From an optimization exercise on the open Yosys and OpenROAD flow, aimed at small area, a short achievable clock period and few clock cycles per item; shortcuts taken in it are not production practice. Where RTL was checked, it was by simulation tests only, not by an equivalence proof against the original. The RTL of run 1 was laid out without a check of its function.

==> flow/design.v, too long to show whole: its modules and the start of the top module <==
// module arctan: 3204 lines
// module arctan_fa: 4 lines
// module arctan_ha: 4 lines
// module arctan_sgn: 3 lines
// module arctan_top: 29 lines
module arctan_top(
	input             clk,
	input             rst,
	input             in_valid,
	output            in_ready,
	input      [31:0] inx,
	input      [31:0] iny,
	output reg        out_valid,
	output reg [31:0] out
);
  // ...
==> flow/run.sh <==
#!/bin/bash
# synth_recipe.tcl (not shown) runs the flow's synth.tcl, then flattens the netlist and writes it again
# the make line also repeats each setting of config.mk as NAME=value (left out here)
make -C /OpenROAD-flow-scripts/flow DESIGN_CONFIG=/design/flow/config.mk WORK_HOME=/design/flow/orfs CLKGATE_MAP_FILE= SYNTH_SCRIPT=/design/flow/synth_recipe.tcl finish
==> flow/config.mk <==
export PLATFORM = sky130hd
export DESIGN_NAME = arctan_top
export DESIGN_NICKNAME = arctan_top
export VERILOG_FILES = /design/flow/design.v
export SDC_FILE = /design/flow/constraint.sdc
export NUM_CORES = 4
export LEC_CHECK = 0
export CAP_MARGIN = 20
export CORE_MARGIN = 2
export CORE_UTILIZATION = 40
export SLEW_MARGIN = 20
==> flow/constraint.sdc <==
create_clock -name core_clock -period 200.0 [get_ports {clk}]
set_input_delay 40.0000 -clock core_clock [delete_from_list [all_inputs] [get_ports {clk}]]
set_output_delay 40.0000 -clock core_clock [all_outputs]
set_load 0.01 [all_outputs]
==> run_results.csv, run 1 <==
group,metric,value,unit
global_routing,grt_first_pass_wirelength,150,mm
critical_path,path_max_fanout,20,
global_routing,grt_max_degree,34,
finish,layout.cells.non_filler,5605,
floorplan,die_area,122000,sq um
finish,seq_area,10000,sq um
critical_path,max_stage_delay,0.56,ns
finish,synthToLayoutAreaGrowth,10.2,%
placement,dpl_cell_area,50900,sq um
yosys,ys_ff_latch,500,
critical_path,r2r_cells,119,
finish,nClkBuffers,66,
finish,layout_common_cells,"fa_1, inv_1, xnor2_1",
yosys,synth_compound_area_share,1.81,%
global_routing,grt_pass1_vias,28400,
floorplan,die_w,350,um
run_status,status,"complete, no violations",
clock_network,root_buffer,"clkbuf_16",
placement,portBuffers,99,
sta,post-route-period-util,21.3,%
detailed_routing,met3_length,3.21,mm
==> run 2, diff against run 1 <==
--- a/flow/design.v
+++ b/flow/design.v
@@ -1373,17 +1373,17 @@
 always @(posedge clk) rx_3 <= {x_13[33], x_13[32], x_13[31], x_13[30], x_13[29], x_13[28], x_13[27], x_13[26], x_13[25], x_13[24], x_13[23], x_13[22], x_13[21], x_13[20], x_13[19], x_13[18], x_13[17], x_13[16], x_13[15], x_13[14], x_13[13], x_13[12], x_13[11], x_13[10], x_13[9], x_13[8], x_13[7], x_13[6], x_13[5], x_13[4], x_13[3], x_13[2], x_13[1], x_13[0]};
 wire ab_13;
 assign ab_13 = (((rx_3[9] & rx_3[10]) & rx_3[11]) & rx_3[12]);
 wire c_13;
 assign c_13 = ab_13 & 1'b0;
 wire [21:0] v_13;
 wire [22:0] v_13_c;
 assign v_13_c[0] = c_13;
-arctan_fa fa803(.a(v_13_c[0]), .b(rx_3[13]), .c(ru_3[0]), .s(v_13[0]), .co(v_13_c[1]));
+arctan_fa fa803(.a(ru_3[0]), .b(rx_3[13]), .c(v_13_c[0]), .s(v_13[0]), .co(v_13_c[1]));
 arctan_fa fa804(.a(ru_3[1]), .b(rx_3[14]), .c(v_13_c[1]), .s(v_13[1]), .co(v_13_c[2]));
 arctan_fa fa805(.a(ru_3[2]), .b(rx_3[15]), .c(v_13_c[2]), .s(v_13[2]), .co(v_13_c[3]));
 arctan_fa fa806(.a(ru_3[3]), .b(rx_3[16]), .c(v_13_c[3]), .s(v_13[3]), .co(v_13_c[4]));
 arctan_fa fa807(.a(ru_3[4]), .b(rx_3[17]), .c(v_13_c[4]), .s(v_13[4]), .co(v_13_c[5]));
 arctan_fa fa808(.a(ru_3[5]), .b(rx_3[18]), .c(v_13_c[5]), .s(v_13[5]), .co(v_13_c[6]));
 arctan_fa fa809(.a(ru_3[6]), .b(rx_3[19]), .c(v_13_c[6]), .s(v_13[6]), .co(v_13_c[7]));
 arctan_fa fa810(.a(ru_3[7]), .b(rx_3[20]), .c(v_13_c[7]), .s(v_13[7]), .co(v_13_c[8]));
 arctan_fa fa811(.a(ru_3[8]), .b(rx_3[21]), .c(v_13_c[8]), .s(v_13[8]), .co(v_13_c[9]));
@@ -1443,17 +1443,17 @@
 arctan_ha ha832(.a(rx_3[8]), .b(l_14_c[8]), .s(l_14[8]), .co(l_14_c[9]));
 assign l_14[9] = l_14_c[9];
 assign l_14_c[10] = 1'b0;
 wire c_14;
 assign c_14 = ab_14 & l_14[9];
 wire [20:0] v_14;
 wire [21:0] v_14_c;
 assign v_14_c[0] = c_14;
-arctan_fa fa833(.a(v_14_c[0]), .b(rx_3[14]), .c(tn_13[0]), .s(v_14[0]), .co(v_14_c[1]));
+arctan_fa fa833(.a(tn_13[0]), .b(rx_3[14]), .c(v_14_c[0]), .s(v_14[0]), .co(v_14_c[1]));
 arctan_fa fa834(.a(tn_13[1]), .b(rx_3[15]), .c(v_14_c[1]), .s(v_14[1]), .co(v_14_c[2]));
 arctan_fa fa835(.a(tn_13[2]), .b(rx_3[16]), .c(v_14_c[2]), .s(v_14[2]), .co(v_14_c[3]));
 arctan_fa fa836(.a(tn_13[3]), .b(rx_3[17]), .c(v_14_c[3]), .s(v_14[3]), .co(v_14_c[4]));
 arctan_fa fa837(.a(tn_13[4]), .b(rx_3[18]), .c(v_14_c[4]), .s(v_14[4]), .co(v_14_c[5]));
 arctan_fa fa838(.a(tn_13[5]), .b(rx_3[19]), .c(v_14_c[5]), .s(v_14[5]), .co(v_14_c[6]));
 arctan_fa fa839(.a(tn_13[6]), .b(rx_3[20]), .c(v_14_c[6]), .s(v_14[6]), .co(v_14_c[7]));
 arctan_fa fa840(.a(tn_13[7]), .b(rx_3[21]), .c(v_14_c[7]), .s(v_14[7]), .co(v_14_c[8]));
 arctan_fa fa841(.a(tn_13[8]), .b(rx_3[22]), .c(v_14_c[8]), .s(v_14[8]), .co(v_14_c[9]));
@@ -1510,17 +1510,17 @@
 arctan_ha ha860(.a(l_14[7]), .b(l_15_c[7]), .s(l_15[7]), .co(l_15_c[8]));
 arctan_ha ha861(.a(l_14[8]), .b(l_15_c[8]), .s(l_15[8]), .co(l_15_c[9]));
 arctan_ha ha862(.a(l_14[9]), .b(l_15_c[9]), .s(l_15[9]), .co(l_15_c[10]));
 wire c_15;
 assign c_15 = ab_15 & l_15[9];
 wire [19:0] v_15;
 wire [20:0] v_15_c;
 assign v_15_c[0] = c_15;
-arctan_fa fa863(.a(v_15_c[0]), .b(rx_3[15]), .c(tn_14[0]), .s(v_15[0]), .co(v_15_c[1]));
+arctan_fa fa863(.a(tn_14[0]), .b(rx_3[15]), .c(v_15_c[0]), .s(v_15[0]), .co(v_15_c[1]));
 arctan_fa fa864(.a(tn_14[1]), .b(rx_3[16]), .c(v_15_c[1]), .s(v_15[1]), .co(v_15_c[2]));
 arctan_fa fa865(.a(tn_14[2]), .b(rx_3[17]), .c(v_15_c[2]), .s(v_15[2]), .co(v_15_c[3]));
 arctan_fa fa866(.a(tn_14[3]), .b(rx_3[18]), .c(v_15_c[3]), .s(v_15[3]), .co(v_15_c[4]));
 arctan_fa fa867(.a(tn_14[4]), .b(rx_3[19]), .c(v_15_c[4]), .s(v_15[4]), .co(v_15_c[5]));
 arctan_fa fa868(.a(tn_14[5]), .b(rx_3[20]), .c(v_15_c[5]), .s(v_15[5]), .co(v_15_c[6]));
 arctan_fa fa869(.a(tn_14[6]), .b(rx_3[21]), .c(v_15_c[6]), .s(v_15[6]), .co(v_15_c[7]));
 arctan_fa fa870(.a(tn_14[7]), .b(rx_3[22]), .c(v_15_c[7]), .s(v_15[7]), .co(v_15_c[8]));
 arctan_fa fa871(.a(tn_14[8]), .b(rx_3[23]), .c(v_15_c[8]), .s(v_15[8]), .co(v_15_c[9]));
@@ -1575,17 +1575,17 @@
 arctan_ha ha889(.a(l_15[7]), .b(l_16_c[7]), .s(l_16[7]), .co(l_16_c[8]));
 arctan_ha ha890(.a(l_15[8]), .b(l_16_c[8]), .s(l_16[8]), .co(l_16_c[9]));
 arctan_ha ha891(.a(l_15[9]), .b(l_16_c[9]), .s(l_16[9]), .co(l_16_c[10]));
 wire c_16;
 assign c_16 = ab_16 & l_16[9];
 wire [18:0] v_16;
 wire [19:0] v_16_c;
 assign v_16_c[0] = c_16;
-arctan_fa fa892(.a(v_16_c[0]), .b(rx_3[16]), .c(tn_15[0]), .s(v_16[0]), .co(v_16_c[1]));
+arctan_fa fa892(.a(tn_15[0]), .b(rx_3[16]), .c(v_16_c[0]), .s(v_16[0]), .co(v_16_c[1]));
 arctan_fa fa893(.a(tn_15[1]), .b(rx_3[17]), .c(v_16_c[1]), .s(v_16[1]), .co(v_16_c[2]));
 arctan_fa fa894(.a(tn_15[2]), .b(rx_3[18]), .c(v_16_c[2]), .s(v_16[2]), .co(v_16_c[3]));
 arctan_fa fa895(.a(tn_15[3]), .b(rx_3[19]), .c(v_16_c[3]), .s(v_16[3]), .co(v_16_c[4]));
 arctan_fa fa896(.a(tn_15[4]), .b(rx_3[20]), .c(v_16_c[4]), .s(v_16[4]), .co(v_16_c[5]));
 arctan_fa fa897(.a(tn_15[5]), .b(rx_3[21]), .c(v_16_c[5]), .s(v_16[5]), .co(v_16_c[6]));
 arctan_fa fa898(.a(tn_15[6]), .b(rx_3[22]), .c(v_16_c[6]), .s(v_16[6]), .co(v_16_c[7]));
 arctan_fa fa899(.a(tn_15[7]), .b(rx_3[23]), .c(v_16_c[7]), .s(v_16[7]), .co(v_16_c[8]));
 arctan_fa fa900(.a(tn_15[8]), .b(rx_3[24]), .c(v_16_c[8]), .s(v_16[8]), .co(v_16_c[9]));
@@ -1638,17 +1638,17 @@
 arctan_ha ha917(.a(l_16[7]), .b(l_17_c[7]), .s(l_17[7]), .co(l_17_c[8]));
 arctan_ha ha918(.a(l_16[8]), .b(l_17_c[8]), .s(l_17[8]), .co(l_17_c[9]));
 arctan_ha ha919(.a(l_16[9]), .b(l_17_c[9]), .s(l_17[9]), .co(l_17_c[10]));
 wire c_17;
 assign c_17 = ab_17 & l_17[9];
 wire [17:0] v_17;
 wire [18:0] v_17_c;
 assign v_17_c[0] = c_17;
-arctan_fa fa920(.a(v_17_c[0]), .b(rx_3[17]), .c(tn_16[0]), .s(v_17[0]), .co(v_17_c[1]));
+arctan_fa fa920(.a(tn_16[0]), .b(rx_3[17]), .c(v_17_c[0]), .s(v_17[0]), .co(v_17_c[1]));
 arctan_fa fa921(.a(tn_16[1]), .b(rx_3[18]), .c(v_17_c[1]), .s(v_17[1]), .co(v_17_c[2]));
 arctan_fa fa922(.a(tn_16[2]), .b(rx_3[19]), .c(v_17_c[2]), .s(v_17[2]), .co(v_17_c[3]));
 arctan_fa fa923(.a(tn_16[3]), .b(rx_3[20]), .c(v_17_c[3]), .s(v_17[3]), .co(v_17_c[4]));
 arctan_fa fa924(.a(tn_16[4]), .b(rx_3[21]), .c(v_17_c[4]), .s(v_17[4]), .co(v_17_c[5]));
 arctan_fa fa925(.a(tn_16[5]), .b(rx_3[22]), .c(v_17_c[5]), .s(v_17[5]), .co(v_17_c[6]));
 arctan_fa fa926(.a(tn_16[6]), .b(rx_3[23]), .c(v_17_c[6]), .s(v_17[6]), .co(v_17_c[7]));
 arctan_fa fa927(.a(tn_16[7]), .b(rx_3[24]), .c(v_17_c[7]), .s(v_17[7]), .co(v_17_c[8]));
 arctan_fa fa928(.a(tn_16[8]), .b(rx_3[25]), .c(v_17_c[8]), .s(v_17[8]), .co(v_17_c[9]));
@@ -1718,17 +1718,17 @@
 always @(posedge clk) rl_4 <= {lc_18, l_18[4], l_18[3], l_18[2], l_18[1], l_18[0]};
 reg rle_4, rlq_4;
 always @(posedge clk) begin rle_4 <= le_17; rlq_4 <= lq_17; end
 wire c_18;
 assign c_18 = ra_4 & (rle_4 | (rlq_4 & rl_4[5]));
 wire [16:0] v_18;
 wire [17:0] v_18_c;
 assign v_18_c[0] = c_18;
-arctan_fa fa942(.a(v_18_c[0]), .b(rxf_4[18]), .c(ru_4[0]), .s(v_18[0]), .co(v_18_c[1]));
+arctan_fa fa942(.a(ru_4[0]), .b(rxf_4[18]), .c(v_18_c[0]), .s(v_18[0]), .co(v_18_c[1]));
 arctan_fa fa943(.a(ru_4[1]), .b(rxf_4[19]), .c(v_18_c[1]), .s(v_18[1]), .co(v_18_c[2]));
 arctan_fa fa944(.a(ru_4[2]), .b(rxf_4[20]), .c(v_18_c[2]), .s(v_18[2]), .co(v_18_c[3]));
 arctan_fa fa945(.a(ru_4[3]), .b(rxf_4[21]), .c(v_18_c[3]), .s(v_18[3]), .co(v_18_c[4]));
 arctan_fa fa946(.a(ru_4[4]), .b(rxf_4[22]), .c(v_18_c[4]), .s(v_18[4]), .co(v_18_c[5]));
 arctan_fa fa947(.a(ru_4[5]), .b(rxf_4[23]), .c(v_18_c[5]), .s(v_18[5]), .co(v_18_c[6]));
 arctan_fa fa948(.a(ru_4[6]), .b(rxf_4[24]), .c(v_18_c[6]), .s(v_18[6]), .co(v_18_c[7]));
 arctan_fa fa949(.a(ru_4[7]), .b(rxf_4[25]), .c(v_18_c[7]), .s(v_18[7]), .co(v_18_c[8]));
 arctan_fa fa950(.a(ru_4[8]), .b(rxf_4[26]), .c(v_18_c[8]), .s(v_18[8]), .co(v_18_c[9]));
@@ -1777,17 +1777,17 @@
 arctan_ha ha963(.a(rl_4[5]), .b(l_19_c[5]), .s(l_19[5]), .co(l_19_c[6]));
 wire lf_19;
 assign lf_19 = rle_4 | (rlq_4 & lc_19);
 wire c_19;
 assign c_19 = ab_19 & lf_19;
 wire [15:0] v_19;
 wire [16:0] v_19_c;
 assign v_19_c[0] = c_19;
-arctan_fa fa964(.a(v_19_c[0]), .b(rxf_4[19]), .c(tn_18[0]), .s(v_19[0]), .co(v_19_c[1]));
+arctan_fa fa964(.a(tn_18[0]), .b(rxf_4[19]), .c(v_19_c[0]), .s(v_19[0]), .co(v_19_c[1]));
 arctan_fa fa965(.a(tn_18[1]), .b(rxf_4[20]), .c(v_19_c[1]), .s(v_19[1]), .co(v_19_c[2]));
 arctan_fa fa966(.a(tn_18[2]), .b(rxf_4[21]), .c(v_19_c[2]), .s(v_19[2]), .co(v_19_c[3]));
 arctan_fa fa967(.a(tn_18[3]), .b(rxf_4[22]), .c(v_19_c[3]), .s(v_19[3]), .co(v_19_c[4]));
 arctan_fa fa968(.a(tn_18[4]), .b(rxf_4[23]), .c(v_19_c[4]), .s(v_19[4]), .co(v_19_c[5]));
 arctan_fa fa969(.a(tn_18[5]), .b(rxf_4[24]), .c(v_19_c[5]), .s(v_19[5]), .co(v_19_c[6]));
 arctan_fa fa970(.a(tn_18[6]), .b(rxf_4[25]), .c(v_19_c[6]), .s(v_19[6]), .co(v_19_c[7]));
 arctan_fa fa971(.a(tn_18[7]), .b(rxf_4[26]), .c(v_19_c[7]), .s(v_19[7]), .co(v_19_c[8]));
 arctan_fa fa972(.a(tn_18[8]), .b(rxf_4[27]), .c(v_19_c[8]), .s(v_19[8]), .co(v_19_c[9]));
@@ -1834,17 +1834,17 @@
 arctan_ha ha984(.a(lc_19), .b(l_20_c[5]), .s(l_20[5]), .co(l_20_c[6]));
 wire lf_20;
 assign lf_20 = rle_4 | (rlq_4 & lc_20);
 wire c_20;
 assign c_20 = ab_20 & lf_20;
 wire [14:0] v_20;
 wire [15:0] v_20_c;
 assign v_20_c[0] = c_20;
-arctan_fa fa985(.a(v_20_c[0]), .b(rxf_4[20]), .c(tn_19[0]), .s(v_20[0]), .co(v_20_c[1]));
+arctan_fa fa985(.a(tn_19[0]), .b(rxf_4[20]), .c(v_20_c[0]), .s(v_20[0]), .co(v_20_c[1]));
 arctan_fa fa986(.a(tn_19[1]), .b(rxf_4[21]), .c(v_20_c[1]), .s(v_20[1]), .co(v_20_c[2]));
 arctan_fa fa987(.a(tn_19[2]), .b(rxf_4[22]), .c(v_20_c[2]), .s(v_20[2]), .co(v_20_c[3]));
 arctan_fa fa988(.a(tn_19[3]), .b(rxf_4[23]), .c(v_20_c[3]), .s(v_20[3]), .co(v_20_c[4]));
 arctan_fa fa989(.a(tn_19[4]), .b(rxf_4[24]), .c(v_20_c[4]), .s(v_20[4]), .co(v_20_c[5]));
 arctan_fa fa990(.a(tn_19[5]), .b(rxf_4[25]), .c(v_20_c[5]), .s(v_20[5]), .co(v_20_c[6]));
 arctan_fa fa991(.a(tn_19[6]), .b(rxf_4[26]), .c(v_20_c[6]), .s(v_20[6]), .co(v_20_c[7]));
 arctan_fa fa992(.a(tn_19[7]), .b(rxf_4[27]), .c(v_20_c[7]), .s(v_20[7]), .co(v_20_c[8]));
 arctan_fa fa993(.a(tn_19[8]), .b(rxf_4[28]), .c(v_20_c[8]), .s(v_20[8]), .co(v_20_c[9]));
@@ -1889,17 +1889,17 @@
 arctan_ha ha1004(.a(lc_20), .b(l_21_c[5]), .s(l_21[5]), .co(l_21_c[6]));
 wire lf_21;
 assign lf_21 = rle_4 | (rlq_4 & lc_21);
 wire c_21;
 assign c_21 = ab_21 & lf_21;
 wire [13:0] v_21;
 wire [14:0] v_21_c;
 assign v_21_c[0] = c_21;
-arctan_fa fa1005(.a(v_21_c[0]), .b(rxf_4[21]), .c(tn_20[0]), .s(v_21[0]), .co(v_21_c[1]));
+arctan_fa fa1005(.a(tn_20[0]), .b(rxf_4[21]), .c(v_21_c[0]), .s(v_21[0]), .co(v_21_c[1]));
 arctan_fa fa1006(.a(tn_20[1]), .b(rxf_4[22]), .c(v_21_c[1]), .s(v_21[1]), .co(v_21_c[2]));
 arctan_fa fa1007(.a(tn_20[2]), .b(rxf_4[23]), .c(v_21_c[2]), .s(v_21[2]), .co(v_21_c[3]));
 arctan_fa fa1008(.a(tn_20[3]), .b(rxf_4[24]), .c(v_21_c[3]), .s(v_21[3]), .co(v_21_c[4]));
 arctan_fa fa1009(.a(tn_20[4]), .b(rxf_4[25]), .c(v_21_c[4]), .s(v_21[4]), .co(v_21_c[5]));
 arctan_fa fa1010(.a(tn_20[5]), .b(rxf_4[26]), .c(v_21_c[5]), .s(v_21[5]), .co(v_21_c[6]));
 arctan_fa fa1011(.a(tn_20[6]), .b(rxf_4[27]), .c(v_21_c[6]), .s(v_21[6]), .co(v_21_c[7]));
 arctan_fa fa1012(.a(tn_20[7]), .b(rxf_4[28]), .c(v_21_c[7]), .s(v_21[7]), .co(v_21_c[8]));
 arctan_fa fa1013(.a(tn_20[8]), .b(rxf_4[29]), .c(v_21_c[8]), .s(v_21[8]), .co(v_21_c[9]));
@@ -1942,17 +1942,17 @@
 arctan_ha ha1023(.a(lc_21), .b(l_22_c[5]), .s(l_22[5]), .co(l_22_c[6]));
 wire lf_22;
 assign lf_22 = rle_4 | (rlq_4 & lc_22);
 wire c_22;
 assign c_22 = ab_22 & lf_22;
 wire [12:0] v_22;
 wire [13:0] v_22_c;
 assign v_22_c[0] = c_22;
-arctan_fa fa1024(.a(v_22_c[0]), .b(rxf_4[22]), .c(tn_21[0]), .s(v_22[0]), .co(v_22_c[1]));
+arctan_fa fa1024(.a(tn_21[0]), .b(rxf_4[22]), .c(v_22_c[0]), .s(v_22[0]), .co(v_22_c[1]));
 arctan_fa fa1025(.a(tn_21[1]), .b(rxf_4[23]), .c(v_22_c[1]), .s(v_22[1]), .co(v_22_c[2]));
 arctan_fa fa1026(.a(tn_21[2]), .b(rxf_4[24]), .c(v_22_c[2]), .s(v_22[2]), .co(v_22_c[3]));
 arctan_fa fa1027(.a(tn_21[3]), .b(rxf_4[25]), .c(v_22_c[3]), .s(v_22[3]), .co(v_22_c[4]));
 arctan_fa fa1028(.a(tn_21[4]), .b(rxf_4[26]), .c(v_22_c[4]), .s(v_22[4]), .co(v_22_c[5]));
 arctan_fa fa1029(.a(tn_21[5]), .b(rxf_4[27]), .c(v_22_c[5]), .s(v_22[5]), .co(v_22_c[6]));
 arctan_fa fa1030(.a(tn_21[6]), .b(rxf_4[28]), .c(v_22_c[6]), .s(v_22[6]), .co(v_22_c[7]));
 arctan_fa fa1031(.a(tn_21[7]), .b(rxf_4[29]), .c(v_22_c[7]), .s(v_22[7]), .co(v_22_c[8]));
 arctan_fa fa1032(.a(tn_21[8]), .b(rxf_4[30]), .c(v_22_c[8]), .s(v_22[8]), .co(v_22_c[9]));
@@ -1993,17 +1993,17 @@
 arctan_ha ha1041(.a(lc_22), .b(l_23_c[5]), .s(l_23[5]), .co(l_23_c[6]));
 wire lf_23;
 assign lf_23 = rle_4 | (rlq_4 & lc_23);
 wire c_23;
 assign c_23 = ab_23 & lf_23;
 wire [11:0] v_23;
 wire [12:0] v_23_c;
 assign v_23_c[0] = c_23;
-arctan_fa fa1042(.a(v_23_c[0]), .b(rxf_4[23]), .c(tn_22[0]), .s(v_23[0]), .co(v_23_c[1]));
+arctan_fa fa1042(.a(tn_22[0]), .b(rxf_4[23]), .c(v_23_c[0]), .s(v_23[0]), .co(v_23_c[1]));
 arctan_fa fa1043(.a(tn_22[1]), .b(rxf_4[24]), .c(v_23_c[1]), .s(v_23[1]), .co(v_23_c[2]));
 arctan_fa fa1044(.a(tn_22[2]), .b(rxf_4[25]), .c(v_23_c[2]), .s(v_23[2]), .co(v_23_c[3]));
 arctan_fa fa1045(.a(tn_22[3]), .b(rxf_4[26]), .c(v_23_c[3]), .s(v_23[3]), .co(v_23_c[4]));
 arctan_fa fa1046(.a(tn_22[4]), .b(rxf_4[27]), .c(v_23_c[4]), .s(v_23[4]), .co(v_23_c[5]));
 arctan_fa fa1047(.a(tn_22[5]), .b(rxf_4[28]), .c(v_23_c[5]), .s(v_23[5]), .co(v_23_c[6]));
 arctan_fa fa1048(.a(tn_22[6]), .b(rxf_4[29]), .c(v_23_c[6]), .s(v_23[6]), .co(v_23_c[7]));
 arctan_fa fa1049(.a(tn_22[7]), .b(rxf_4[30]), .c(v_23_c[7]), .s(v_23[7]), .co(v_23_c[8]));
 arctan_fa fa1050(.a(tn_22[8]), .b(rxf_4[31]), .c(v_23_c[8]), .s(v_23[8]), .co(v_23_c[9]));
@@ -2056,17 +2056,17 @@
 always @(posedge clk) rl_5 <= {lc_24, l_24[4], l_24[3], l_24[2], l_24[1], l_24[0]};
 reg rle_5, rlq_5;
 always @(posedge clk) begin rle_5 <= rle_4; rlq_5 <= rlq_4; end
 wire c_24;
 assign c_24 = ra_5 & (rle_5 | (rlq_5 & rl_5[5]));
 wire [10:0] v_24;
 wire [11:0] v_24_c;
 assign v_24_c[0] = c_24;
-arctan_fa fa1059(.a(v_24_c[0]), .b(rxf_5[24]), .c(ru_5[0]), .s(v_24[0]), .co(v_24_c[1]));
+arctan_fa fa1059(.a(ru_5[0]), .b(rxf_5[24]), .c(v_24_c[0]), .s(v_24[0]), .co(v_24_c[1]));
 arctan_fa fa1060(.a(ru_5[1]), .b(rxf_5[25]), .c(v_24_c[1]), .s(v_24[1]), .co(v_24_c[2]));
 arctan_fa fa1061(.a(ru_5[2]), .b(rxf_5[26]), .c(v_24_c[2]), .s(v_24[2]), .co(v_24_c[3]));
 arctan_fa fa1062(.a(ru_5[3]), .b(rxf_5[27]), .c(v_24_c[3]), .s(v_24[3]), .co(v_24_c[4]));
 arctan_fa fa1063(.a(ru_5[4]), .b(rxf_5[28]), .c(v_24_c[4]), .s(v_24[4]), .co(v_24_c[5]));
 arctan_fa fa1064(.a(ru_5[5]), .b(rxf_5[29]), .c(v_24_c[5]), .s(v_24[5]), .co(v_24_c[6]));
 arctan_fa fa1065(.a(ru_5[6]), .b(rxf_5[30]), .c(v_24_c[6]), .s(v_24[6]), .co(v_24_c[7]));
 arctan_fa fa1066(.a(ru_5[7]), .b(rxf_5[31]), .c(v_24_c[7]), .s(v_24[7]), .co(v_24_c[8]));
 arctan_fa fa1067(.a(ru_5[8]), .b(rxf_5[32]), .c(v_24_c[8]), .s(v_24[8]), .co(v_24_c[9]));
@@ -2103,17 +2103,17 @@
 arctan_ha ha1074(.a(rl_5[5]), .b(l_25_c[5]), .s(l_25[5]), .co(l_25_c[6]));
 wire lf_25;
 assign lf_25 = rle_5 | (rlq_5 & lc_25);
 wire c_25;
 assign c_25 = ab_25 & lf_25;
 wire [9:0] v_25;
 wire [10:0] v_25_c;
 assign v_25_c[0] = c_25;
-arctan_fa fa1075(.a(v_25_c[0]), .b(rxf_5[25]), .c(tn_24[0]), .s(v_25[0]), .co(v_25_c[1]));
+arctan_fa fa1075(.a(tn_24[0]), .b(rxf_5[25]), .c(v_25_c[0]), .s(v_25[0]), .co(v_25_c[1]));
 arctan_fa fa1076(.a(tn_24[1]), .b(rxf_5[26]), .c(v_25_c[1]), .s(v_25[1]), .co(v_25_c[2]));
 arctan_fa fa1077(.a(tn_24[2]), .b(rxf_5[27]), .c(v_25_c[2]), .s(v_25[2]), .co(v_25_c[3]));
 arctan_fa fa1078(.a(tn_24[3]), .b(rxf_5[28]), .c(v_25_c[3]), .s(v_25[3]), .co(v_25_c[4]));
 arctan_fa fa1079(.a(tn_24[4]), .b(rxf_5[29]), .c(v_25_c[4]), .s(v_25[4]), .co(v_25_c[5]));
 arctan_fa fa1080(.a(tn_24[5]), .b(rxf_5[30]), .c(v_25_c[5]), .s(v_25[5]), .co(v_25_c[6]));
 arctan_fa fa1081(.a(tn_24[6]), .b(rxf_5[31]), .c(v_25_c[6]), .s(v_25[6]), .co(v_25_c[7]));
 arctan_fa fa1082(.a(tn_24[7]), .b(rxf_5[32]), .c(v_25_c[7]), .s(v_25[7]), .co(v_25_c[8]));
 arctan_fa fa1083(.a(tn_24[8]), .b(rxf_5[33]), .c(v_25_c[8]), .s(v_25[8]), .co(v_25_c[9]));
@@ -2148,17 +2148,17 @@
 arctan_ha ha1089(.a(lc_25), .b(l_26_c[5]), .s(l_26[5]), .co(l_26_c[6]));
 wire lf_26;
 assign lf_26 = rle_5 | (rlq_5 & lc_26);
 wire c_26;
 assign c_26 = ab_26 & lf_26;
 wire [8:0] v_26;
 wire [9:0] v_26_c;
 assign v_26_c[0] = c_26;
-arctan_fa fa1090(.a(v_26_c[0]), .b(rxf_5[26]), .c(tn_25[0]), .s(v_26[0]), .co(v_26_c[1]));
+arctan_fa fa1090(.a(tn_25[0]), .b(rxf_5[26]), .c(v_26_c[0]), .s(v_26[0]), .co(v_26_c[1]));
 arctan_fa fa1091(.a(tn_25[1]), .b(rxf_5[27]), .c(v_26_c[1]), .s(v_26[1]), .co(v_26_c[2]));
 arctan_fa fa1092(.a(tn_25[2]), .b(rxf_5[28]), .c(v_26_c[2]), .s(v_26[2]), .co(v_26_c[3]));
 arctan_fa fa1093(.a(tn_25[3]), .b(rxf_5[29]), .c(v_26_c[3]), .s(v_26[3]), .co(v_26_c[4]));
 arctan_fa fa1094(.a(tn_25[4]), .b(rxf_5[30]), .c(v_26_c[4]), .s(v_26[4]), .co(v_26_c[5]));
 arctan_fa fa1095(.a(tn_25[5]), .b(rxf_5[31]), .c(v_26_c[5]), .s(v_26[5]), .co(v_26_c[6]));
 arctan_fa fa1096(.a(tn_25[6]), .b(rxf_5[32]), .c(v_26_c[6]), .s(v_26[6]), .co(v_26_c[7]));
 arctan_fa fa1097(.a(tn_25[7]), .b(rxf_5[33]), .c(v_26_c[7]), .s(v_26[7]), .co(v_26_c[8]));
 assign v_26[8] = ~(rxf_5[33] ^ v_26_c[8]);
@@ -2191,17 +2191,17 @@
 arctan_ha ha1103(.a(lc_26), .b(l_27_c[5]), .s(l_27[5]), .co(l_27_c[6]));
 wire lf_27;
 assign lf_27 = rle_5 | (rlq_5 & lc_27);
 wire c_27;
 assign c_27 = ab_27 & lf_27;
 wire [7:0] v_27;
 wire [8:0] v_27_c;
 assign v_27_c[0] = c_27;
-arctan_fa fa1104(.a(v_27_c[0]), .b(rxf_5[27]), .c(tn_26[0]), .s(v_27[0]), .co(v_27_c[1]));
+arctan_fa fa1104(.a(tn_26[0]), .b(rxf_5[27]), .c(v_27_c[0]), .s(v_27[0]), .co(v_27_c[1]));
 arctan_fa fa1105(.a(tn_26[1]), .b(rxf_5[28]), .c(v_27_c[1]), .s(v_27[1]), .co(v_27_c[2]));
 arctan_fa fa1106(.a(tn_26[2]), .b(rxf_5[29]), .c(v_27_c[2]), .s(v_27[2]), .co(v_27_c[3]));
 arctan_fa fa1107(.a(tn_26[3]), .b(rxf_5[30]), .c(v_27_c[3]), .s(v_27[3]), .co(v_27_c[4]));
 arctan_fa fa1108(.a(tn_26[4]), .b(rxf_5[31]), .c(v_27_c[4]), .s(v_27[4]), .co(v_27_c[5]));
 arctan_fa fa1109(.a(tn_26[5]), .b(rxf_5[32]), .c(v_27_c[5]), .s(v_27[5]), .co(v_27_c[6]));
 arctan_fa fa1110(.a(tn_26[6]), .b(rxf_5[33]), .c(v_27_c[6]), .s(v_27[6]), .co(v_27_c[7]));
 assign v_27[7] = ~(rxf_5[33] ^ v_27_c[7]);
 assign v_27_c[8] = rxf_5[33] | v_27_c[7];
@@ -2232,17 +2232,17 @@
 arctan_ha ha1116(.a(lc_27), .b(l_28_c[5]), .s(l_28[5]), .co(l_28_c[6]));
 wire lf_28;
 assign lf_28 = rle_5 | (rlq_5 & lc_28);
 wire c_28;
 assign c_28 = ab_28 & lf_28;
 wire [7:0] v_28;
 wire [8:0] v_28_c;
 assign v_28_c[0] = c_28;
-arctan_fa fa1117(.a(v_28_c[0]), .b(rxf_5[28]), .c(tn_27[0]), .s(v_28[0]), .co(v_28_c[1]));
+arctan_fa fa1117(.a(tn_27[0]), .b(rxf_5[28]), .c(v_28_c[0]), .s(v_28[0]), .co(v_28_c[1]));
 arctan_fa fa1118(.a(tn_27[1]), .b(rxf_5[29]), .c(v_28_c[1]), .s(v_28[1]), .co(v_28_c[2]));
 arctan_fa fa1119(.a(tn_27[2]), .b(rxf_5[30]), .c(v_28_c[2]), .s(v_28[2]), .co(v_28_c[3]));
 arctan_fa fa1120(.a(tn_27[3]), .b(rxf_5[31]), .c(v_28_c[3]), .s(v_28[3]), .co(v_28_c[4]));
 arctan_fa fa1121(.a(tn_27[4]), .b(rxf_5[32]), .c(v_28_c[4]), .s(v_28[4]), .co(v_28_c[5]));
 arctan_fa fa1122(.a(tn_27[5]), .b(rxf_5[33]), .c(v_28_c[5]), .s(v_28[5]), .co(v_28_c[6]));
 assign v_28[6] = ~(rxf_5[33] ^ v_28_c[6]);
 assign v_28_c[7] = rxf_5[33] | v_28_c[6];
 assign v_28[7] = ~(rxf_5[33] ^ v_28_c[7]);
@@ -2274,17 +2274,17 @@
 arctan_ha ha1128(.a(lc_28), .b(l_29_c[5]), .s(l_29[5]), .co(l_29_c[6]));
 wire lf_29;
 assign lf_29 = rle_5 | (rlq_5 & lc_29);
 wire c_29;
 assign c_29 = ab_29 & lf_29;
 wire [6:0] v_29;
 wire [7:0] v_29_c;
 assign v_29_c[0] = c_29;
-arctan_fa fa1129(.a(v_29_c[0]), .b(rxf_5[29]), .c(tn_28[0]), .s(v_29[0]), .co(v_29_c[1]));
+arctan_fa fa1129(.a(tn_28[0]), .b(rxf_5[29]), .c(v_29_c[0]), .s(v_29[0]), .co(v_29_c[1]));
 arctan_fa fa1130(.a(tn_28[1]), .b(rxf_5[30]), .c(v_29_c[1]), .s(v_29[1]), .co(v_29_c[2]));
 arctan_fa fa1131(.a(tn_28[2]), .b(rxf_5[31]), .c(v_29_c[2]), .s(v_29[2]), .co(v_29_c[3]));
 arctan_fa fa1132(.a(tn_28[3]), .b(rxf_5[32]), .c(v_29_c[3]), .s(v_29[3]), .co(v_29_c[4]));
 arctan_fa fa1133(.a(tn_28[4]), .b(rxf_5[33]), .c(v_29_c[4]), .s(v_29[4]), .co(v_29_c[5]));
 assign v_29[5] = ~(rxf_5[33] ^ v_29_c[5]);
 assign v_29_c[6] = rxf_5[33] | v_29_c[5];
 assign v_29[6] = ~(rxf_5[33] ^ v_29_c[6]);
 assign v_29_c[7] = rxf_5[33] | v_29_c[6];
@@ -2314,17 +2314,17 @@
 arctan_ha ha1139(.a(lc_29), .b(l_30_c[5]), .s(l_30[5]), .co(l_30_c[6]));
 wire lf_30;
 assign lf_30 = rle_5 | (rlq_5 & lc_30);
 wire c_30;
 assign c_30 = ab_30 & lf_30;
 wire [5:0] v_30;
 wire [6:0] v_30_c;
 assign v_30_c[0] = c_30;
-arctan_fa fa1140(.a(v_30_c[0]), .b(rxf_5[30]), .c(tn_29[0]), .s(v_30[0]), .co(v_30_c[1]));
+arctan_fa fa1140(.a(tn_29[0]), .b(rxf_5[30]), .c(v_30_c[0]), .s(v_30[0]), .co(v_30_c[1]));
 arctan_fa fa1141(.a(tn_29[1]), .b(rxf_5[31]), .c(v_30_c[1]), .s(v_30[1]), .co(v_30_c[2]));
 arctan_fa fa1142(.a(tn_29[2]), .b(rxf_5[32]), .c(v_30_c[2]), .s(v_30[2]), .co(v_30_c[3]));
 arctan_fa fa1143(.a(tn_29[3]), .b(rxf_5[33]), .c(v_30_c[3]), .s(v_30[3]), .co(v_30_c[4]));
 assign v_30[4] = ~(rxf_5[33] ^ v_30_c[4]);
 assign v_30_c[5] = rxf_5[33] | v_30_c[4];
 assign v_30[5] = ~(rxf_5[33] ^ v_30_c[5]);
 assign v_30_c[6] = rxf_5[33] | v_30_c[5];
 wire [4:0] tn_30;
@@ -2352,17 +2352,17 @@
 arctan_ha ha1149(.a(lc_30), .b(l_31_c[5]), .s(l_31[5]), .co(l_31_c[6]));
 wire lf_31;
 assign lf_31 = rle_5 | (rlq_5 & lc_31);
 wire c_31;
 assign c_31 = ab_31 & lf_31;
 wire [4:0] v_31;
 wire [5:0] v_31_c;
 assign v_31_c[0] = c_31;
-arctan_fa fa1150(.a(v_31_c[0]), .b(rxf_5[31]), .c(tn_30[0]), .s(v_31[0]), .co(v_31_c[1]));
+arctan_fa fa1150(.a(tn_30[0]), .b(rxf_5[31]), .c(v_31_c[0]), .s(v_31[0]), .co(v_31_c[1]));
 arctan_fa fa1151(.a(tn_30[1]), .b(rxf_5[32]), .c(v_31_c[1]), .s(v_31[1]), .co(v_31_c[2]));
 arctan_fa fa1152(.a(tn_30[2]), .b(rxf_5[33]), .c(v_31_c[2]), .s(v_31[2]), .co(v_31_c[3]));
 assign v_31[3] = ~(rxf_5[33] ^ v_31_c[3]);
 assign v_31_c[4] = rxf_5[33] | v_31_c[3];
 assign v_31[4] = ~(rxf_5[33] ^ v_31_c[4]);
 assign v_31_c[5] = rxf_5[33] | v_31_c[4];
 wire [3:0] tn_31;
 assign tn_31[0] = ~(v_31[0] ^ v_31[4]);
@@ -2388,17 +2388,17 @@
 arctan_ha ha1158(.a(lc_31), .b(l_32_c[5]), .s(l_32[5]), .co(l_32_c[6]));
 wire lf_32;
 assign lf_32 = rle_5 | (rlq_5 & lc_32);
 wire c_32;
 assign c_32 = ab_32 & lf_32;
 wire [3:0] v_32;
 wire [4:0] v_32_c;
 assign v_32_c[0] = c_32;
-arctan_fa fa1159(.a(v_32_c[0]), .b(rxf_5[32]), .c(tn_31[0]), .s(v_32[0]), .co(v_32_c[1]));
+arctan_fa fa1159(.a(tn_31[0]), .b(rxf_5[32]), .c(v_32_c[0]), .s(v_32[0]), .co(v_32_c[1]));
 arctan_fa fa1160(.a(tn_31[1]), .b(rxf_5[33]), .c(v_32_c[1]), .s(v_32[1]), .co(v_32_c[2]));
 assign v_32[2] = ~(rxf_5[33] ^ v_32_c[2]);
 assign v_32_c[3] = rxf_5[33] | v_32_c[2];
 assign v_32[3] = ~(rxf_5[33] ^ v_32_c[3]);
 assign v_32_c[4] = rxf_5[33] | v_32_c[3];
 wire [2:0] tn_32;
 assign tn_32[0] = ~(v_32[0] ^ v_32[3]);
 assign tn_32[1] = ~(v_32[1] ^ v_32[3]);
@@ -3205,19 +3205,16 @@
 module arctan_fa(input a, input b, input c, output s, output co);
 assign s  = a ^ b ^ c;
 assign co = (a & b) | (c & (a ^ b));
 endmodule
 module arctan_ha(input a, input b, output s, output co);
 assign s  = a ^ b;
 assign co = a & b;
 endmodule
-module arctan_sgn(input a, input b, output y);
-assign y = ~(a ^ b);
-endmodule
 module arctan_top(
 	input             clk,
 	input             rst,
 	input             in_valid,
 	output            in_ready,
 	input      [31:0] inx,
 	input      [31:0] iny,
 	output reg        out_valid,
==> flow/config.mk (replaced) <==
export PLATFORM = sky130hd
export DESIGN_NAME = arctan_top
export DESIGN_NICKNAME = arctan_top
export VERILOG_FILES = /design/flow/design.v
export SDC_FILE = /design/flow/constraint.sdc
export NUM_CORES = 4
export LEC_CHECK = 0
export CAP_MARGIN = 20
export CORE_MARGIN = 2
export CORE_UTILIZATION = 40
export CTS_BUF_LIST = sky130_fd_sc_hd__clkbuf_8
export CTS_CLUSTER_DIAMETER = 84
export CTS_CLUSTER_SIZE = 14
export SLEW_MARGIN = 20
export SYNTH_HIERARCHICAL = 1
export SYNTH_MINIMUM_KEEP_SIZE = 0
==> run 2 against run 1 <==
Net effect: clock-buffer cell count shrank 18; cell count shrank 11%; first-iteration DRC count shrank 19%; die area shrank 4.3%; cell area shrank 6.3%; core utilization shrank 1.1 points; synthesized cell count shrank 12%; still clean on timing, DRC and antenna; synthesized area shrank 4.4%.
==> run_results.csv, run 2 <==
group,metric,value,unit
detailed_routing,wl_per_cell,17.1,um
sta,clock_skew,0.0593,ns
yosys,synth_area,45800,sq um
global_routing,grt_overflow,0,
clock_network,htree_levels,2,
min_path,holdPathStages,0,
detailed_routing,via_count,22400,
yosys,async_reset_ff_share,0,%
min_path,hp-start,"u_arctan.rd_4[10]",
min_path,hold_path_class,"flip-flop to flip-flop",
yosys,synth_xor_area_share,13.0,%
critical_path,r2r_setup_slack,158.39,ns
yosys,synth_area_leaders,"fa_1, dfxtp_1, xnor2_1, ha_1, xor2_1",
sta,slew_headroom,29.2,%
detailed_routing,vias_per_cell,4.49,
finish,layout_common_cells,"fa_1, dfxtp_1, xnor2_1",
yosys,synth_top_family_by_area,"adder cells",
floorplan,initial_core_util,40.2,%
placement,gp_congestion,0.834,
finish,seq_area,10000,sq um
yosys,synthFlopType,"dfxtp_1",
clock_network,root_buffer,"clkbuf_8",
yosys,yosysMostFrequentCell,"fa_1",
sta,tightest_slew,1.06,ns
floorplan,die_w,342,um
yosys,synth_edf_count,0,
placement,dpl_cell_area,48600,sq um
critical_path,worstPathRequired,200.57,ns
finish,fillers,10500,
clock_network,cts_setup_buffers,0,
clock_network,clk_path_buf_depth,3,
detailed_routing,first_pass_iters,5,
sta,fin_tns_setup,0,ns
min_path,min_to,"u_arctan.rd_5[10]",
global_routing,grtUsageMet2,28.8,%
critical_path,path_max_fanout,23,
yosys,muxShareOfSynthArea,0.0683,%
placement,hpwl,76.0,mm
critical_path,worstSetupPathType,"flip-flop to flip-flop",
detailed_routing,drtIter0Drc,718,
sta,finalCriticalPeriod,41.61,ns
global_routing,gr-usage-met3,1.59,%
yosys,synth-simple-area-share,2.11,%
yosys,synth_top_area_share,49.4,%
yosys,synth_compound_area_share,1.51,%
yosys,synth_common_cells,"fa_1, dfxtp_1, xnor2_1",
global_routing,grtUsageTotal,15.8,%
critical_path,max_stage_delay,0.62,ns
global_routing,antenna_found_initial,5,
global_routing,grt_max_degree,35,
yosys,yosys_warnings,8,
sta,slew_viol_final,0,
critical_path,cp_slowest_cell,"xnor2_4",
clock_network,cts_sinks,500,
critical_path,cp_common_cell,"fa_1",
flow_run,max_cap_violations,0,
sta,fmax,0.0240,GHz
yosys,ys_ff_latch,500,
finish,multiInputGateArea,34000,sq um
yosys,synth_fa_ha_area_share,57.2,%
finish,layout-drive-gt1-share,3.51,%
global_routing,grt_pass1_vias,27300,
floorplan,boundaryPins,101,
yosys,ys_types,60,
placement,portBuffers,99,
floorplan,die_area,117000,sq um
run_status,status,"complete, no violations",
global_routing,grt_first_pass_wirelength,145,mm
yosys,syn_inst,3369,
clock_network,clk_pin_slew_worst_paths,0.09,ns
finish,final_common_cell,"fa_1",
critical_path,r2r_cells,112,
floorplan,core-area,114000,sq um
finish,final_cell_area,49400,sq um
critical_path,worst-path-buf-inv,4,
clock_network,cts_tree,"done",
detailed_routing,drtAntennaViolNets,0,
clock_network,cts_buffers,45,
detailed_routing,drc_errors,0,
global_routing,grt_util_met1,20.1,%
sta,setup_viol,0,
clock_network,clock_latency,0.71,ns
critical_path,start_kind,"flip-flop",
sta,post-route-period-util,20.8,%
sta,rsz0062_at_grt,"no",
finish,final_nets,4943,
critical_path,crit_family,"adder cells",
global_routing,top_usage_layer,"met2",
clock_network,cts_hold_buf,0,
critical_path,critical_path_arrival,42.18,ns
yosys,yosys.area.top_type,"fa_1",
critical_path,critPathCaptureType,"flip-flop",
finish,synthToLayoutAreaGrowth,7.98,%
detailed_routing,postRouteWirelength,85.5,mm
critical_path,r2r-start,"u_arctan.ru_3[0]",
clock_network,cts.repair.resized,0,
yosys,seq_area_frac_synth,21.9,%
critical_path,r2r-end,"u_arctan.rf_4",
critical_path,crit_start,"u_arctan.ru_3[0]",
floorplan,fp-row-count,124,
sta,hold_viol,0,
floorplan,chipHeight,342,um
yosys,synth_area_per_cell,13.6,sq um
[run 2: cell count changes after synthesis, sizes merged, moves of 11 or more]
cell / change
inv: -502
xnor2: -105
xor2: +95
clkbuf: +15
buf: +14
nand2: +11
nor2: +11
[run 2: logic make-up (layout without fill, tap and decap cells)]
family / count (synthesis) / after routing
AO/OA/AOI/OAI: 105 / 105
multiplexers: 3 / 3
adder cells (fa/ha/maj): 1414 / 1414
other: 2 / 17
AND/OR/NAND/NOR: 191 / 191
flip-flops: 500 / 500
buffers and inverters: 487 / 582
XOR/XNOR: 667 / 667
[run 2: per-layer routing]
metal  wire length [um]  up-vias
met5                  0        -
met4               1770        0
met3               2040      100
met2              45200      237
met1              36400    11800
li1                   -    10300
[run 2: Yosys stat by module (local to each module, per instance)]
module	flip-flops and latches	area, sq um	cells inside
arctan_ha	0	12.5	1
arctan_fa	0	20.0	1
arctan	396	17700	1857
arctan_top	104	2140	114
[run 2: metrics by stage]
step / util (%) / hold WS (ns) / setup WS [ns] / std cells
global placement: 42.7 / 0.310 / 158.70 / 4927
detailed placement: 42.7 / 0.312 / 158.39 / 4927
global route: 43.4 / 0.336 / 156.83 / 4991
finish: 43.4 / 0.325 / 158.39 / 4991
CTS: 43.4 / 0.326 / 158.35 / 4989
floorplan: - / 0.310 / 157.01 / 3382
[run 2: cell type report]
class / count / share of cell area [%]
inverters: 393 / 2.99
well taps: 1512 / 3.83
multi-input cells: 2395 / 68.8
diodes: 2 / 0.0101
repair buffers: 127 / 2.43
clock inverters: 14 / 0.337
clock buffers: 48 / 1.34
flip-flops and latches: 500 / 20.3
[run 2: worst max-delay path by stage]
| stage | endpoint | cells after the start | slack [ns] |
|---|---|---|---|
| CTS | u_arctan.rf_0 | 107 | 158.35 |
| detailed placement | u_arctan.rf_0 | 107 | 158.39 |
| finish | u_arctan.rf_4 | 112 | 158.39 |
| global route | u_arctan.rf_4 | 112 | 156.83 |
| floorplan | u_arctan.ru_4[0] | 112 | 157.01 |
| global placement | u_arctan.rf_4 | 112 | 158.70 |
[run 2: worst register-to-register path: cells and delay by family (launching register included)]
kind / cells / cell delay [ns]
compound gates: 1 / 0.10
xor+xnor: 10 / 2.06
fa+ha+maj: 95 / 37.70
buf+inv: 4 / 1.25
flops: 1 / 0.32
simple gates: 2 / 0.17
Testbench counts of run 2, summed over its fixed seeds: cycles 3,264, items 3,200.
==> run 3, diff against run 2 <==
==> flow/flow/run.sh (new file) <==
#!/bin/bash
# The standard layout (standard.sh), with plain buf_2 cells as the port
# buffers instead of the delay buffer the resizer picks by default.
# make's full output goes to flow_make.log; ORFS keeps each step's log under orfs/logs/.
set -euo pipefail
BUFFER_PORTS_ARGS="-buffer_cell sky130_fd_sc_hd__buf_2" bash standard.sh finish > flow_make.log 2>&1
==> flow/standard.sh (new file) <==
#!/bin/bash
# synth_recipe.tcl (not shown) runs the flow's synth.tcl, then flattens the netlist and writes it again
# the make line also repeats each setting of config.mk as NAME=value (left out here)
make -C /OpenROAD-flow-scripts/flow DESIGN_CONFIG=/design/flow/config.mk WORK_HOME=/design/flow/orfs CLKGATE_MAP_FILE= SYNTH_SCRIPT=/design/flow/synth_recipe.tcl "${@:-finish}"
removed: flow/run.sh
==> run 3 against run 2 <==
Net effect: critical path depth did not move; largest cell class unchanged; sequential share of layout area is 0.21 points higher.
==> run_results.csv, run 3 <==
group,metric,value,unit
run_status,status,"complete, no violations",
placement,portBuffers,99,
yosys,synth_top_family_by_area,"adder cells",
yosys,synth_area,45800,sq um
yosys,synth_compound_area_share,1.51,%
yosys,synth_xor_area_share,13.0,%
sta,clock_skew,0.0526,ns
yosys,synth_area_per_cell,13.6,sq um
sta,post-route-period-util,20.9,%
clock_network,clk_path_buf_depth,3,
clock_network,clk_pin_slew_worst_paths,0.10,ns
finish,fillers,10700,
detailed_routing,vias_per_cell,4.51,
placement,dpl_cell_area,48100,sq um
clock_network,cts_setup_buffers,0,
global_routing,antenna_found_initial,3,
detailed_routing,wl_per_cell,16.8,um
critical_path,worstSetupPathType,"flip-flop to flip-flop",
floorplan,die_w,342,um
sta,tightest_slew,1.00,ns
clock_network,cts_hold_buf,0,
detailed_routing,first_pass_iters,4,
yosys,synth_common_cells,"fa_1, dfxtp_1, xnor2_1",
global_routing,grt_overflow,0,
yosys,synth_top_area_share,49.4,%
yosys,synthFlopType,"dfxtp_1",
critical_path,path_max_fanout,23,
yosys,async_reset_ff_share,0,%
global_routing,grtUsageTotal,15.5,%
yosys,synth_edf_count,0,
placement,gp_congestion,0.837,
clock_network,clock_latency,0.69,ns
sta,slew_viol_final,0,
floorplan,fp-row-count,124,
yosys,synth_area_leaders,"fa_1, dfxtp_1, xnor2_1, ha_1, xor2_1",
detailed_routing,via_count,22500,
sta,whs,0.321,ns
finish,final_cell_area,48900,sq um
finish,final_common_cell,"fa_1",
clock_network,root_buffer,"clkbuf_8",
critical_path,r2r_setup_slack,158.20,ns
floorplan,initial_core_util,40.2,%
yosys,synth-simple-area-share,2.11,%
floorplan,boundaryPins,101,
sta,fin_tns_setup,0,ns
sta,setup_viol,0,
clock_network,cts_buffers,45,
detailed_routing,postRouteWirelength,83.8,mm
yosys,seq_area_frac_synth,21.9,%
yosys,yosys.area.top_type,"fa_1",
yosys,ys_types,60,
critical_path,cp_common_cell,"fa_1",
floorplan,die_area,117000,sq um
detailed_routing,drc_errors,0,
sta,rsz0062_at_grt,"no",
critical_path,critical_path_arrival,42.35,ns
sta,fmax,0.0239,GHz
finish,final_nets,4942,
floorplan,core-area,114000,sq um
yosys,muxShareOfSynthArea,0.0683,%
flow_run,max_cap_violations,0,
detailed_routing,drtIter0Drc,715,
critical_path,worstPathRequired,200.55,ns
critical_path,cp_slowest_cell,"xnor2_4",
detailed_routing,drtAntennaViolNets,0,
critical_path,max_stage_delay,0.61,ns
finish,final_util,43.0,%
finish,layout_common_cells,"fa_1, dfxtp_1, xnor2_1",
global_routing,grt_max_degree,35,
yosys,yosysMostFrequentCell,"fa_1",
sta,slew_headroom,32.6,%
min_path,hold_path_class,"flip-flop to flip-flop",
global_routing,grt_pass1_vias,27100,
sta,finalCriticalPeriod,41.80,ns
yosys,ys_ff_latch,500,
global_routing,grt_first_pass_wirelength,142,mm
placement,hpwl,74.9,mm
yosys,yosys_warnings,8,
critical_path,r2r_cells,112,
floorplan,chipHeight,342,um
yosys,syn_inst,3369,
critical_path,start_kind,"flip-flop",
finish,synthToLayoutAreaGrowth,6.88,%
clock_network,cts_sinks,500,
yosys,synth_fa_ha_area_share,57.2,%
sta,hold_viol,0,
clock_network,htree_levels,2,
min_path,holdPathStages,0,
finish,layout-drive-gt1-share,6.33,%
clock_network,cts_tree,"done",
clock_network,cts.repair.resized,0,
critical_path,critPathCaptureType,"flip-flop",
## run 3: area by class of cell
type / instances / area (sq um) / area share (%)
clock inverter: 11 / 146 / 0.299
timing repair buffer: 126 / 702 / 1.43
multi-input combinational: 2395 / 34000 / 69.5
sequential: 500 / 10000 / 20.5
inverter: 393 / 1480 / 3.02
tap: 1512 / 1890 / 3.87
antenna: 2 / 5.00 / 0.0102
clock buffer: 49 / 674 / 1.38
## run 3: cells by family (layout without fill, tap and decap cells)
logic type,count (synthesis),in the layout
AO/OA/AOI/OAI,105,105
flip-flops,500,500
other,2,17
multiplexers,3,3
XOR/XNOR,667,667
buffers and inverters,487,579
AND/OR/NAND/NOR,191,191
adder cells (fa/ha/maj),1414,1414
## run 3: metal layers
metal  wire length (um)  global-route usage, %
met2              44200                   28.1
met4               1840                   3.56
met5                  9                      0
met1              35200                   19.5
met3               2480                   2.04
## run 3: worst paths after layout
check,from,endpoint
max,u_arctan.ru_3[0],u_arctan.rf_4
min,u_arctan.rd_4[16],u_arctan.rd_5[16]
max reg2reg,u_arctan.ru_3[0],u_arctan.rf_4
min reg2reg,u_arctan.rd_4[16],u_arctan.rd_5[16]
## run 3: critical path, delay by kind of cell, from the launching register on
| family | cells | cell delay (ns) |
|---|---|---|
| AO/OA/AOI/OAI | 1 | 0.10 |
| XOR/XNOR | 10 | 2.26 |
| adder cells (fa/ha/maj) | 95 | 37.57 |
| buffers and inverters | 4 | 1.25 |
| flip-flops | 1 | 0.32 |
| AND/OR/NAND/NOR | 2 | 0.18 |
## run 3: modules after synthesis, one instance, submodules excluded
module | cells inside | copies in the design | flip-flops and latches | cell area [sq um]
arctan | 1857 | 1 | 396 | 17700
arctan_top | 114 | 1 | 104 | 2140
arctan_fa | 1 | 1130 | 0 | 20.0
arctan_ha | 1 | 268 | 0 | 12.5
## run 3: through the flow
step / worst slack, ns / cells
floorplan: 157.01 / 3382
global placement: 158.00 / 4925
detailed placement: 158.26 / 4926
CTS: 158.24 / 4986
global route: 156.64 / 4987
finish: 158.20 / 4988

[afterwards: timing with drivers on the ports]
In the flow no input, the clock included, has a driving cell. The finished layouts below were timed again as built, in two steps. Step 1, drivers: a clkbuf_16 drives clk and a buf_2 each remaining input, both assumed. Step 2 times the ports against the registers' clock, not the clock port: input delays grow and output delays shrink by t, the midpoint of the rising clock arrivals with the driver on. Slacks: ideal ports / drivers / drivers and shift; pairs: ideal ports / drivers.
run | t (ns) | setup slack, ns | worst data-port slew with drivers (ns)
run 1 | 0.695 | 157.380 / 157.380 / 157.380 | 0.04
run 2 | 0.740 | 158.390 / 158.390 / 158.390 | 0.06
run 3 | 0.730 | 158.201 / 158.201 / 158.201 | 0.04
After both steps setup and hold are still met in every run listed.
